Context: an optimization exercise on an open-source flow, tuned for small area and a short achievable clock period. The choices shown serve that exercise and are no tape-out recipe.
In this exercise RTL edits were held to simulation tests only and were not proved equivalent to the original.
Power figures rest on the tool's default switching activity, not on a simulated workload.

File: config.mk
export PLATFORM = sky130hd
export DESIGN_NAME = alu
export DESIGN_NICKNAME = alu
export VERILOG_FILES = /design/flow/design.v
export SDC_FILE = /design/flow/constraint.sdc
export NUM_CORES = 4
export LEC_CHECK = 0
export ABC_AREA = 1
export CAP_MARGIN = 20
export CORE_MARGIN = 2
export CORE_UTILIZATION = 50
export GPL_TIMING_DRIVEN = 0
export SETUP_SLACK_MARGIN = 1.0
export SLEW_MARGIN = 20
File: constraint.sdc
create_clock -name core_clock -period 4.6 [get_ports {clk}]
set_input_delay 0.9200 -clock core_clock [delete_from_list [all_inputs] [get_ports {clk}]]
set_output_delay 0.9200 -clock core_clock [all_outputs]
set_load 0.01 [all_outputs]
File: run.sh
#!/bin/bash
# synth_recipe.tcl (not shown) runs the flow's synth.tcl, then flattens the netlist and writes it again
# the make line also repeats each setting of config.mk as NAME=value (left out here)
make -C /OpenROAD-flow-scripts/flow DESIGN_CONFIG=/design/flow/config.mk WORK_HOME=/design/flow/orfs CLKGATE_MAP_FILE= SYNTH_SCRIPT=/design/flow/synth_recipe.tcl finish
File: design.v
module alu(
  input   wire  [63:0]    in1       ,
  input   wire  [63:0]    in2       ,
  input   wire  [2:0]     op        ,
  input   wire            in_valid  ,
  output  wire            in_ready  ,
  output  reg   [63:0]    res       ,
  output  reg             out_valid ,
  input   wire            out_ready ,
  input   wire            clk       ,
  input   wire            rstn
);
  wire         sub = (op == 3'b001);
  wire [63:0]  b   = sub ? ~in2 : in2;
  wire [63:0]  p   = in1 | b;
  wire [63:0]  g   = in1 & b;
  wire [63:0]  c;
  wire g0c1;
  wire pg2;
  wire pp3;
  wire pg4;
  wire pp5;
  wire pg6;
  wire pp7;
  wire pg8;
  wire pp9;
  wire pg10;
  wire pp11;
  wire pg12;
  wire pp13;
  wire pg14;
  wire pp15;
  wire pg16;
  wire pp17;
  wire pg18;
  wire pp19;
  wire pg20;
  wire pp21;
  wire pg22;
  wire pp23;
  wire pg24;
  wire pp25;
  wire pg26;
  wire pp27;
  wire pg28;
  wire pp29;
  wire pg30;
  wire pp31;
  wire pg32;
  wire pp33;
  wire pg34;
  wire pp35;
  wire pg36;
  wire pp37;
  wire pg38;
  wire pp39;
  wire pg40;
  wire pp41;
  wire pg42;
  wire pp43;
  wire pg44;
  wire pp45;
  wire pg46;
  wire pp47;
  wire pg48;
  wire pp49;
  wire pg50;
  wire pp51;
  wire pg52;
  wire pp53;
  wire pg54;
  wire pp55;
  wire pg56;
  wire pp57;
  wire pg58;
  wire pp59;
  wire pg60;
  wire pp61;
  wire pg62;
  wire pp63;
  wire pg64;
  wire pp65;
  wire pg66;
  wire pp67;
  wire pg68;
  wire pp69;
  wire pg70;
  wire pp71;
  wire pg72;
  wire pp73;
  wire pg74;
  wire pp75;
  wire pg76;
  wire pp77;
  wire pg78;
  wire pp79;
  wire pg80;
  wire pp81;
  wire pg82;
  wire pp83;
  wire pg84;
  wire pp85;
  wire pg86;
  wire pp87;
  wire pg88;
  wire pp89;
  wire pg90;
  wire pp91;
  wire pg92;
  wire pp93;
  wire pg94;
  wire pp95;
  wire pg96;
  wire pp97;
  wire pg98;
  wire pp99;
  wire pg100;
  wire pp101;
  wire pg102;
  wire pp103;
  wire pg104;
  wire pp105;
  wire pg106;
  wire pp107;
  wire pg108;
  wire pp109;
  wire pg110;
  wire pp111;
  wire pg112;
  wire pp113;
  wire pg114;
  wire pp115;
  wire pg116;
  wire pp117;
  wire pg118;
  wire pp119;
  wire pg120;
  wire pp121;
  wire pg122;
  wire pp123;
  wire pg124;
  wire pp125;
  wire pg126;
  wire pp127;
  wire pg128;
  wire pp129;
  wire pg130;
  wire pp131;
  wire pg132;
  wire pp133;
  wire pg134;
  wire pp135;
  wire pg136;
  wire pp137;
  wire pg138;
  wire pp139;
  wire pg140;
  wire pp141;
  wire pg142;
  wire pp143;
  wire pg144;
  wire pp145;
  wire pg146;
  wire pp147;
  wire pg148;
  wire pp149;
  wire pg150;
  wire pp151;
  wire pg152;
  wire pp153;
  wire pg154;
  wire pp155;
  wire pg156;
  wire pp157;
  wire pg158;
  wire pp159;
  wire pg160;
  wire pp161;
  wire pg162;
  wire pp163;
  wire pg164;
  wire pp165;
  wire pg166;
  wire pp167;
  wire pg168;
  wire pp169;
  wire pg170;
  wire pp171;
  wire pg172;
  wire pp173;
  wire pg174;
  wire pp175;
  wire pg176;
  wire pp177;
  wire pg178;
  wire pp179;
  wire pg180;
  wire pp181;
  wire pg182;
  wire pp183;
  wire pg184;
  wire pp185;
  wire pg186;
  wire pp187;
  wire pg188;
  wire pp189;
  wire pg190;
  wire pp191;
  wire pg192;
  wire pp193;
  wire pg194;
  wire pp195;
  wire pg196;
  wire pp197;
  wire pg198;
  wire pp199;
  wire pg200;
  wire pp201;
  wire pg202;
  wire pp203;
  wire pg204;
  wire pp205;
  wire pg206;
  wire pp207;
  wire pg208;
  wire pp209;
  wire pg210;
  wire pp211;
  wire pg212;
  wire pp213;
  wire pg214;
  wire pp215;
  wire pg216;
  wire pp217;
  wire pg218;
  wire pp219;
  wire pg220;
  wire pp221;
  wire pg222;
  wire pp223;
  wire pg224;
  wire pp225;
  wire pg226;
  wire pp227;
  wire pg228;
  wire pp229;
  wire pg230;
  wire pp231;
  wire pg232;
  wire pp233;
  wire pg234;
  wire pp235;
  wire pg236;
  wire pp237;
  wire pg238;
  wire pp239;
  wire pg240;
  wire pp241;
  assign g0c1 = g[0] | (p[0] & sub);
  assign pg2 = g[1] | (p[1] & g0c1);
  assign pp3 = p[1] & p[0];
  assign pg4 = g[3] | (p[3] & g[2]);
  assign pp5 = p[3] & p[2];
  assign pg6 = g[5] | (p[5] & g[4]);
  assign pp7 = p[5] & p[4];
  assign pg8 = g[7] | (p[7] & g[6]);
  assign pp9 = p[7] & p[6];
  assign pg10 = g[9] | (p[9] & g[8]);
  assign pp11 = p[9] & p[8];
  assign pg12 = g[11] | (p[11] & g[10]);
  assign pp13 = p[11] & p[10];
  assign pg14 = g[13] | (p[13] & g[12]);
  assign pp15 = p[13] & p[12];
  assign pg16 = g[15] | (p[15] & g[14]);
  assign pp17 = p[15] & p[14];
  assign pg18 = g[17] | (p[17] & g[16]);
  assign pp19 = p[17] & p[16];
  assign pg20 = g[19] | (p[19] & g[18]);
  assign pp21 = p[19] & p[18];
  assign pg22 = g[21] | (p[21] & g[20]);
  assign pp23 = p[21] & p[20];
  assign pg24 = g[23] | (p[23] & g[22]);
  assign pp25 = p[23] & p[22];
  assign pg26 = g[25] | (p[25] & g[24]);
  assign pp27 = p[25] & p[24];
  assign pg28 = g[27] | (p[27] & g[26]);
  assign pp29 = p[27] & p[26];
  assign pg30 = g[29] | (p[29] & g[28]);
  assign pp31 = p[29] & p[28];
  assign pg32 = g[31] | (p[31] & g[30]);
  assign pp33 = p[31] & p[30];
  assign pg34 = g[33] | (p[33] & g[32]);
  assign pp35 = p[33] & p[32];
  assign pg36 = g[35] | (p[35] & g[34]);
  assign pp37 = p[35] & p[34];
  assign pg38 = g[37] | (p[37] & g[36]);
  assign pp39 = p[37] & p[36];
  assign pg40 = g[39] | (p[39] & g[38]);
  assign pp41 = p[39] & p[38];
  assign pg42 = g[41] | (p[41] & g[40]);
  assign pp43 = p[41] & p[40];
  assign pg44 = g[43] | (p[43] & g[42]);
  assign pp45 = p[43] & p[42];
  assign pg46 = g[45] | (p[45] & g[44]);
  assign pp47 = p[45] & p[44];
  assign pg48 = g[47] | (p[47] & g[46]);
  assign pp49 = p[47] & p[46];
  assign pg50 = g[49] | (p[49] & g[48]);
  assign pp51 = p[49] & p[48];
  assign pg52 = g[51] | (p[51] & g[50]);
  assign pp53 = p[51] & p[50];
  assign pg54 = g[53] | (p[53] & g[52]);
  assign pp55 = p[53] & p[52];
  assign pg56 = g[55] | (p[55] & g[54]);
  assign pp57 = p[55] & p[54];
  assign pg58 = g[57] | (p[57] & g[56]);
  assign pp59 = p[57] & p[56];
  assign pg60 = g[59] | (p[59] & g[58]);
  assign pp61 = p[59] & p[58];
  assign pg62 = g[61] | (p[61] & g[60]);
  assign pp63 = p[61] & p[60];
  assign pg64 = g[63] | (p[63] & g[62]);
  assign pp65 = p[63] & p[62];
  assign pg66 = pg4 | (pp5 & pg2);
  assign pp67 = pp5 & pp3;
  assign pg68 = pg8 | (pp9 & pg6);
  assign pp69 = pp9 & pp7;
  assign pg70 = pg12 | (pp13 & pg10);
  assign pp71 = pp13 & pp11;
  assign pg72 = pg16 | (pp17 & pg14);
  assign pp73 = pp17 & pp15;
  assign pg74 = pg20 | (pp21 & pg18);
  assign pp75 = pp21 & pp19;
  assign pg76 = pg24 | (pp25 & pg22);
  assign pp77 = pp25 & pp23;
  assign pg78 = pg28 | (pp29 & pg26);
  assign pp79 = pp29 & pp27;
  assign pg80 = pg32 | (pp33 & pg30);
  assign pp81 = pp33 & pp31;
  assign pg82 = pg36 | (pp37 & pg34);
  assign pp83 = pp37 & pp35;
  assign pg84 = pg40 | (pp41 & pg38);
  assign pp85 = pp41 & pp39;
  assign pg86 = pg44 | (pp45 & pg42);
  assign pp87 = pp45 & pp43;
  assign pg88 = pg48 | (pp49 & pg46);
  assign pp89 = pp49 & pp47;
  assign pg90 = pg52 | (pp53 & pg50);
  assign pp91 = pp53 & pp51;
  assign pg92 = pg56 | (pp57 & pg54);
  assign pp93 = pp57 & pp55;
  assign pg94 = pg60 | (pp61 & pg58);
  assign pp95 = pp61 & pp59;
  assign pg96 = pg64 | (pp65 & pg62);
  assign pp97 = pp65 & pp63;
  assign pg98 = pg68 | (pp69 & pg66);
  assign pp99 = pp69 & pp67;
  assign pg100 = pg72 | (pp73 & pg70);
  assign pp101 = pp73 & pp71;
  assign pg102 = pg76 | (pp77 & pg74);
  assign pp103 = pp77 & pp75;
  assign pg104 = pg80 | (pp81 & pg78);
  assign pp105 = pp81 & pp79;
  assign pg106 = pg84 | (pp85 & pg82);
  assign pp107 = pp85 & pp83;
  assign pg108 = pg88 | (pp89 & pg86);
  assign pp109 = pp89 & pp87;
  assign pg110 = pg92 | (pp93 & pg90);
  assign pp111 = pp93 & pp91;
  assign pg112 = pg96 | (pp97 & pg94);
  assign pp113 = pp97 & pp95;
  assign pg114 = pg100 | (pp101 & pg98);
  assign pp115 = pp101 & pp99;
  assign pg116 = pg104 | (pp105 & pg102);
  assign pp117 = pp105 & pp103;
  assign pg118 = pg108 | (pp109 & pg106);
  assign pp119 = pp109 & pp107;
  assign pg120 = pg112 | (pp113 & pg110);
  assign pp121 = pp113 & pp111;
  assign pg122 = pg116 | (pp117 & pg114);
  assign pp123 = pp117 & pp115;
  assign pg124 = pg120 | (pp121 & pg118);
  assign pp125 = pp121 & pp119;
  assign pg126 = pg124 | (pp125 & pg122);
  assign pp127 = pp125 & pp123;
  assign pg128 = pg118 | (pp119 & pg122);
  assign pp129 = pp119 & pp123;
  assign pg130 = pg102 | (pp103 & pg114);
  assign pp131 = pp103 & pp115;
  assign pg132 = pg106 | (pp107 & pg122);
  assign pp133 = pp107 & pp123;
  assign pg134 = pg110 | (pp111 & pg128);
  assign pp135 = pp111 & pp129;
  assign pg136 = pg70 | (pp71 & pg98);
  assign pp137 = pp71 & pp99;
  assign pg138 = pg74 | (pp75 & pg114);
  assign pp139 = pp75 & pp115;
  assign pg140 = pg78 | (pp79 & pg130);
  assign pp141 = pp79 & pp131;
  assign pg142 = pg82 | (pp83 & pg122);
  assign pp143 = pp83 & pp123;
  assign pg144 = pg86 | (pp87 & pg132);
  assign pp145 = pp87 & pp133;
  assign pg146 = pg90 | (pp91 & pg128);
  assign pp147 = pp91 & pp129;
  assign pg148 = pg94 | (pp95 & pg134);
  assign pp149 = pp95 & pp135;
  assign pg150 = pg6 | (pp7 & pg66);
  assign pp151 = pp7 & pp67;
  assign pg152 = pg10 | (pp11 & pg98);
  assign pp153 = pp11 & pp99;
  assign pg154 = pg14 | (pp15 & pg136);
  assign pp155 = pp15 & pp137;
  assign pg156 = pg18 | (pp19 & pg114);
  assign pp157 = pp19 & pp115;
  assign pg158 = pg22 | (pp23 & pg138);
  assign pp159 = pp23 & pp139;
  assign pg160 = pg26 | (pp27 & pg130);
  assign pp161 = pp27 & pp131;
  assign pg162 = pg30 | (pp31 & pg140);
  assign pp163 = pp31 & pp141;
  assign pg164 = pg34 | (pp35 & pg122);
  assign pp165 = pp35 & pp123;
  assign pg166 = pg38 | (pp39 & pg142);
  assign pp167 = pp39 & pp143;
  assign pg168 = pg42 | (pp43 & pg132);
  assign pp169 = pp43 & pp133;
  assign pg170 = pg46 | (pp47 & pg144);
  assign pp171 = pp47 & pp145;
  assign pg172 = pg50 | (pp51 & pg128);
  assign pp173 = pp51 & pp129;
  assign pg174 = pg54 | (pp55 & pg146);
  assign pp175 = pp55 & pp147;
  assign pg176 = pg58 | (pp59 & pg134);
  assign pp177 = pp59 & pp135;
  assign pg178 = pg62 | (pp63 & pg148);
  assign pp179 = pp63 & pp149;
  assign pg180 = g[2] | (p[2] & pg2);
  assign pp181 = p[2] & pp3;
  assign pg182 = g[4] | (p[4] & pg66);
  assign pp183 = p[4] & pp67;
  assign pg184 = g[6] | (p[6] & pg150);
  assign pp185 = p[6] & pp151;
  assign pg186 = g[8] | (p[8] & pg98);
  assign pp187 = p[8] & pp99;
  assign pg188 = g[10] | (p[10] & pg152);
  assign pp189 = p[10] & pp153;
  assign pg190 = g[12] | (p[12] & pg136);
  assign pp191 = p[12] & pp137;
  assign pg192 = g[14] | (p[14] & pg154);
  assign pp193 = p[14] & pp155;
  assign pg194 = g[16] | (p[16] & pg114);
  assign pp195 = p[16] & pp115;
  assign pg196 = g[18] | (p[18] & pg156);
  assign pp197 = p[18] & pp157;
  assign pg198 = g[20] | (p[20] & pg138);
  assign pp199 = p[20] & pp139;
  assign pg200 = g[22] | (p[22] & pg158);
  assign pp201 = p[22] & pp159;
  assign pg202 = g[24] | (p[24] & pg130);
  assign pp203 = p[24] & pp131;
  assign pg204 = g[26] | (p[26] & pg160);
  assign pp205 = p[26] & pp161;
  assign pg206 = g[28] | (p[28] & pg140);
  assign pp207 = p[28] & pp141;
  assign pg208 = g[30] | (p[30] & pg162);
  assign pp209 = p[30] & pp163;
  assign pg210 = g[32] | (p[32] & pg122);
  assign pp211 = p[32] & pp123;
  assign pg212 = g[34] | (p[34] & pg164);
  assign pp213 = p[34] & pp165;
  assign pg214 = g[36] | (p[36] & pg142);
  assign pp215 = p[36] & pp143;
  assign pg216 = g[38] | (p[38] & pg166);
  assign pp217 = p[38] & pp167;
  assign pg218 = g[40] | (p[40] & pg132);
  assign pp219 = p[40] & pp133;
  assign pg220 = g[42] | (p[42] & pg168);
  assign pp221 = p[42] & pp169;
  assign pg222 = g[44] | (p[44] & pg144);
  assign pp223 = p[44] & pp145;
  assign pg224 = g[46] | (p[46] & pg170);
  assign pp225 = p[46] & pp171;
  assign pg226 = g[48] | (p[48] & pg128);
  assign pp227 = p[48] & pp129;
  assign pg228 = g[50] | (p[50] & pg172);
  assign pp229 = p[50] & pp173;
  assign pg230 = g[52] | (p[52] & pg146);
  assign pp231 = p[52] & pp147;
  assign pg232 = g[54] | (p[54] & pg174);
  assign pp233 = p[54] & pp175;
  assign pg234 = g[56] | (p[56] & pg134);
  assign pp235 = p[56] & pp135;
  assign pg236 = g[58] | (p[58] & pg176);
  assign pp237 = p[58] & pp177;
  assign pg238 = g[60] | (p[60] & pg148);
  assign pp239 = p[60] & pp149;
  assign pg240 = g[62] | (p[62] & pg178);
  assign pp241 = p[62] & pp179;
  assign c = {pg240, pg178, pg238, pg148, pg236, pg176, pg234, pg134, pg232, pg174, pg230, pg146, pg228, pg172, pg226, pg128, pg224, pg170, pg222, pg144, pg220, pg168, pg218, pg132, pg216, pg166, pg214, pg142, pg212, pg164, pg210, pg122, pg208, pg162, pg206, pg140, pg204, pg160, pg202, pg130, pg200, pg158, pg198, pg138, pg196, pg156, pg194, pg114, pg192, pg154, pg190, pg136, pg188, pg152, pg186, pg98, pg184, pg150, pg182, pg66, pg180, pg2, g0c1, sub};
  wire [63:0]  ci  = (op[2:1] == 2'b01) ? 64'b0 : c;
  wire [63:0]  sum = (in1 & b & ci) | (in1 & ~b & ~ci) | (~in1 & b & ~ci) | (~in1 & ~b & ci);
  wire [63:0]  result = ({64{~op[2]}} & sum) | ({64{op == 3'b110}} & g) | ({64{op == 3'b111}} & p);
  assign in_ready = ~(out_valid & ~out_ready);
  always @(posedge clk) begin
    if (rstn && in_valid && in_ready)
      res <= result;
  end
  always @(posedge clk) begin
    if (!rstn)
      out_valid <= 1'b0;
    else if (in_valid && in_ready)
      out_valid <= 1'b1;
    else if (out_ready)
      out_valid <= 1'b0;
  end
endmodule
==> results_dict.tcl <==
set metrics [dict create \
    status "no timing/DRC/antenna violations" \
    cp-end-kind "flop" \
    synth_area_sq_um 7046 \
    crit_fanout 5 \
    r2r_end "res[34]" \
    fp.dieW_um 122.7 \
    num_antenna_cells 0 \
    area_growth_pct 45.13 \
    power.density_nw_per_um2 241.6 \
    syn_area_per_cell_sq_um 6.302 \
    dr.pass1.iters 6 \
    numPortBuffers 200 \
    yosys_most_used_dff "edfxtp_1" \
    grt_pass1_vias 7480 \
    relSlewSlack_pct 34.16 \
    rows 43 \
    drc_errors 0 \
    clk_pin_slew_ns 0.05 \
    hpwlAfterDp_mm 17.57 \
    min_period_ns 3.513 \
    hold_violations 0 \
    min_from "out_valid" \
    crit_arrival_ns 3.61 \
    synthesis.nets 1253 \
    grt_max_degree 17 \
    track_usage_pct 32.20 \
    maxSlewViolCount 0 \
    grt_overflow_total 0 \
    whs_endpoint "out_valid" \
    detail_route.wl_per_cell_um 16.36 \
    ys_ff_latch 65 \
    clockRootBuffer "clkbuf_16" \
    syn_inst 1118 \
    drt-total-wl_mm 25.25 \
    cts_tree "built" \
    finClkSkew_ns 0.008751 \
    criticalPathCategory "input pin to flop" \
    num_vias 8535 \
    rsz0062_at_grt "true" \
    die_h_um 122.7 \
    r2r_start "out_valid" \
    htreeDepth 3 \
    max_cap_viol_count 0 \
    clock_path_buffers 2 \
    tns_ns 0 \
    cts_buffers 9 \
    vdd_drop_max_v 0.0002122 \
    antenna_found_initial 0 \
    utilization_pct 73.95 \
    vias_per_cell 5.531 \
    ys_seq_area_share_pct 27.56 \
    yosys_warnings 1 \
    start_util_pct 50.95 \
    drive_above_1_share_pct 13.21 \
    clk_latency_ns 0.36 \
    io-pin-count 201 \
    fmax_ghz 0.2847 \
    placed_cells 1502 \
    yosysUniqueCellTypes 48 \
    gp_congestion 0.9619 \
    synth_edf_count 64 \
    design.die.area_sq_um 15060 \
    core_sq_um 13830 \
    critical_path.startpoint_type "input pin" \
    tightest_slew_ns 0.9877 \
    worstHoldPathCells 4 \
    ant_nets 0 \
    async_flop_share_pct 0 \
    clock-sinks 65 \
    hp-class "flop to flop" \
    drtIter0Drc 787 \
    critPathRequiredTime_ns 4.69 \
    grt_pass1_wl_mm 36.89 \
    period_share_pct 76.37 \
    nets 1493 \
    rrSetupSlack_ns 2.90 \
    ff2ff_path_depth 5 \
    setup_violations 0 \
    p_leak_nw 4.880 \
    ctsHoldBuffers 0 \
    final_cells 1543 \
]
cells in the mapped netlist, drive strengths merged (3+ instances only):
master | count | share of area [%]
nand2 | 373 | 20
inv | 178 | 9.5
nand3 | 93 | 6.6
nor2 | 80 | 4.4
edfxtp | 64 | 27
o211ai | 56 | 6.0
o21ai | 54 | 3.9
a21oi | 39 | 3.0
xor2 | 33 | 4.3
clkbuf | 20 | 1.1
buf | 16 | 1.7
nand4 | 16 | 1.4
or2 | 15 | 1.3
o221ai | 14 | 1.7
nand3b | 13 | 1.4
nor3 | 10 | 0.71
a22oi | 9 | 0.96
xnor2 | 7 | 1.4
a21o | 6 | 0.64
o22ai | 5 | 0.44
o21bai | 3 | 0.37
cell usage in the layout, fill, tap and decap left out, types with 16 or more instances in the layout:
cell type	instances
a21oi_1	32
buf_4	24
clkbuf_1	20
clkdlybuf4s50_1	196
edfxtp_1	64
inv_1	173
nand2_1	324
nand2_2	46
nand3_1	79
nand4_1	16
nor2_1	65
o211ai_1	56
o21ai_0	49
xor2_1	25
metal layers:
metal  global-route usage (%)  routed length, um  vias to the layer above
li1                         -                  -                     4171
met1                    42.84              10310                     3819
met2                    51.21              11460                      463
met3                    6.041               2652                       82
met4                    13.51                830                        0
met5                        0                  0                        -
critical path: stages:
cell and delay (ns):
clkbuf_2 0.13, nor2_4 0.19, nand2_4 0.13, clkbuf_16 0.18, a21oi_2 0.14, nand2_1 0.08, nand2_2 0.10, nand2_1 0.07
nand2_2 0.11, nand2_1 0.08, nand2_2 0.13, nand2_1 0.08, nand2_2 0.10, nand2_1 0.12, nand2_2 0.14, nand2_2 0.07
nand2_2 0.08, nand2_1 0.08, o21bai_2 0.23, nand2_2 0.11, nand2_1 0.09, nand4_1 0.08, nand3_1 0.09, nand2_1 0.07
area by class of cell:
cell class,count,area (sq um)
multi-input combinational,837,4574
inverter,180,679.4
tap,180,225.2
fill,1143,3602
clock inverter,5,46.29
clock buffer,11,232.7
buffer,36,236.5
timing repair buffer,229,2288
sequential,65,1942
cell families (layout without fill, tap and decap cells):
| group | after synthesis | after routing | synth area share (%) |
|---|---|---|---|
| simple gates | 603 | 603 | 36.32 |
| buf+inv | 216 | 461 | 12.38 |
| compound gates | 194 | 194 | 18.03 |
| flops | 65 | 65 | 27.56 |
| xor+xnor | 40 | 40 | 5.718 |
repair_timing:
action | in CTS | in global routing
gates cloned | 0 | 2
resized for setup | 27 | 91
endpoints found under the setup margin | 51 | 30
endpoints found under the hold margin | 0 | 0
pin swaps | 12 | 33
buffers inserted | 9 | 14
metrics by stage:
step / area [sq um] / power (mW) / worst slack [ns] / hold slack, ns
after floorplan: 7057 / 1.315 / 1.327 / 0.6564
after global placement: 9284 / 1.644 / 0.1541 / 0.5677
after detailed placement: 9356 / 1.665 / 0.1380 / 0.5809
after CTS: 9778 / 2.369 / 1.009 / 0.5844
after global routing: 10220 / 2.602 / 0.9216 / 0.6445
final: 10220 / 2.470 / 1.087 / 0.5793
flip-flops by register name, summed over array words and instances, names as in the netlist:
| signal | count |
|---|---|
| res | 64 |
| out_valid | 1 |
worst max path at each step:
stage,start,endpoint,slack (ns),depth (start not counted)
after floorplan,op[2],res[55],1.33,23
after global placement,op[0],res[63],0.15,23
after detailed placement,op[0],res[62],0.14,23
after CTS,op[2],res[63],1.01,27
after global routing,op[2],res[55],0.92,24
final,op[2],res[46],1.09,24
power breakdown:
part           switching [mW]  internal (mW)
clock network           0.281          0.414
registers              0.0139          0.713
logic                   0.593          0.456

what the ideal ports hide:
In the flow no input, the clock included, has a driving cell. The finished layout below was timed again as built, in two steps.
Step 1 (the two cells are an assumption about what drives the block):
set clk [get_ports {clk}]
set_driving_cell -lib_cell sky130_fd_sc_hd__clkbuf_16 $clk
set_driving_cell -lib_cell sky130_fd_sc_hd__buf_2 [delete_from_list [all_inputs] $clk]
Step 2, shift: input delay + t, output delay - t, t = (earliest + latest rising clock arrival at the registers) / 2. This alone moves slack from input paths to output paths.
a / b / c = ideal ports / drivers / drivers and shift; a / b = the first two.
t (ns): 0.396
setup slack, ns: 1.087 / 1.112 / 0.717
hold slack, ns: 0.579 / 0.579 / 0.579
After both steps setup and hold are still met in this run. The setup slack of this run moves by +0.025 ns with the drivers and by -0.370 ns with both steps.
